Background: an optimization exercise with open tools, aiming at small area. Do not read the settings as production practice.
Only simulation tests tie the RTL to the original design; equivalence was not proved.

==> flow/design.v (excerpt) <==
module LeNet_Conv_C3_top#(
	parameter				WD = 3,
	parameter				WW = 8,
	parameter				GP = 6
)(
	input	wire				i_sclk,
	input	wire				i_rstn,
	input	wire				i_vsync,
	input	wire				i_hsync,
	input	wire				i_valid,
	input	wire[WD-1:0]			i_tdata_1,
	input	wire[WD-1:0]			i_tdata_2,
	input	wire[WD-1:0]			i_tdata_3,
	input	wire[WD-1:0]			i_tdata_4,
	input	wire[WD-1:0]			i_tdata_5,
	input	wire[WD-1:0]			i_tdata_6,
	input	wire[GP-1:0]			i_W_en,
	input	wire[WW-1:0]			i_Weight_1,
	input	wire[WW-1:0]			i_Weight_2,
	input	wire[WW-1:0]			i_Weight_3,
	input	wire[WW-1:0]			i_Weight_4,
	input	wire[WW-1:0]			i_Weight_5,
	input	wire[WW-1:0]			i_Weight_6,
	input	wire[4:0]			i_W_addr,
	input	wire signed[WW-1:0]		i_Bias,
	output	wire				o_hsync,
	output	wire				o_valid,
	output	wire				o_tdata
);
Size in the first run: roughly 2100 flip-flops, about 93 I/O pins, about 120000 sq um of cells after synthesis.
make LEC_CHECK=0 CAP_MARGIN=10 CORE_MARGIN=2 CORE_UTILIZATION=60 CTS_CLUSTER_DIAMETER=150 CTS_CLUSTER_SIZE=16 PLACE_DENSITY=0.7 SLEW_MARGIN=10 SYNTH_HIERARCHICAL=1 finish   # period 8.0 ns
run.sh (not shown) runs the stock make flow with config.mk's settings and CLKGATE_MAP_FILE= SYNTH_SCRIPT=/design/flow/synth_recipe.tcl, a recipe that flattens the netlist after the stock synthesis.
The first run went through all stages and came out clean.
Rerun with:
- CTS_CLUSTER_DIAMETER: 150 -> unset
- CTS_CLUSTER_SIZE: 16 -> 20
After rerunning:
- design area goes up by 1.9%
- core utilization goes up by 1.3 points
- wire length is about the same

--- another note on this design; it stands on its own ---

==> inputs of onyx <==
==> flow/design.v (excerpt) <==
module LeNet_Conv_C3_top#(
	parameter				WD = 3,
	parameter				WW = 8,
	parameter				GP = 6
)(
	input	wire				i_sclk,
	input	wire				i_rstn,
	input	wire				i_vsync,
	input	wire				i_hsync,
	input	wire				i_valid,
	input	wire[WD-1:0]			i_tdata_1,
	input	wire[WD-1:0]			i_tdata_2,
	input	wire[WD-1:0]			i_tdata_3,
	input	wire[WD-1:0]			i_tdata_4,
	input	wire[WD-1:0]			i_tdata_5,
	input	wire[WD-1:0]			i_tdata_6,
	input	wire[GP-1:0]			i_W_en,
	input	wire[WW-1:0]			i_Weight_1,
	input	wire[WW-1:0]			i_Weight_2,
	input	wire[WW-1:0]			i_Weight_3,
	input	wire[WW-1:0]			i_Weight_4,
	input	wire[WW-1:0]			i_Weight_5,
	input	wire[WW-1:0]			i_Weight_6,
	input	wire[4:0]			i_W_addr,
	input	wire signed[WW-1:0]		i_Bias,
	output	wire				o_hsync,
	output	wire				o_valid,
	output	wire				o_tdata
);
clock: 8.0 ns
lec_check: 0
cap_margin: 20
core_margin: 2
core_utilization: 55
place_density: 0.65
slew_margin: 20
synth_hierarchical: 1
run.sh (not shown) runs the stock make flow with config.mk's settings and CLKGATE_MAP_FILE= SYNTH_SCRIPT=/design/flow/synth_recipe.tcl, a recipe that flattens the netlist after the stock synthesis.
==> delta (differences from onyx) <==
- CAP_MARGIN: 20 -> 5
- CORE_UTILIZATION: 55 -> 65
- CTS_CLUSTER_DIAMETER: not set -> 150
- CTS_CLUSTER_SIZE: not set -> 24
- PLACE_DENSITY: 0.65 -> 0.75
- SLEW_MARGIN: 20 -> 5
==> flow_metrics.tcl <==
set metrics [dict create \
    grt_util_met3 0.0918 \
    fin_cells 10900 \
    syn_to_final_growth_pct 6.66 \
    cp.depth 14 \
    gp_congestion 1.09 \
    rows 158 \
    first_pass_iters 10 \
    outcome "complete, no violations" \
]
The numbers above come from delta.

==> flow_metrics.tcl <==
set metrics [dict create \
    reg2reg_slack_ns 0.64 \
    cp.depth 18 \
    outcome "complete, no violations" \
    rows 172 \
    hold_depth 0 \
    fin_cells 11500 \
    grt_util_met3 0.0625 \
    syn_to_final_growth_pct 10.9 \
    synth.area.top_cells "edfxtp_1 46%, fa_1 29%, nand2_1 6.3%" \
]
The numbers above come from onyx.

re-timing with driven ports:
The results above use ideal ports. As a check the final layouts listed here were re-extracted and re-timed, cells and wires unchanged. Step 1, drivers: a clkbuf_16 drives i_sclk and a buf_2 each remaining input, both assumed. Step 2 also shifts input and output timing later by t, the mid clock arrival at the registers, as if the neighbouring blocks saw the same clock. a / b / c = ideal / step 1 / step 2; a / b = the first two.
run	t (ns)	setup WS [ns]	latest minus earliest clock arrival (ns)	slew at the worst register clock pin (ns)
the first run of note 1	0.949	0.508 / 0.508 / 0.485	0.054 / 0.054	0.10 / 0.10
the second run of note 1	0.952	0.549 / 0.549 / 0.520	0.066 / 0.066	0.07 / 0.07
onyx	0.991	0.644 / 0.644 / 0.416	0.092 / 0.092	0.08 / 0.08
delta	0.887	0.544 / 0.544 / 0.476	0.060 / 0.059	0.12 / 0.12
After both steps every run listed still meets setup and hold. The setup slack of onyx, which loses most, moves by 0.000 ns with the drivers and by -0.228 ns with both steps.
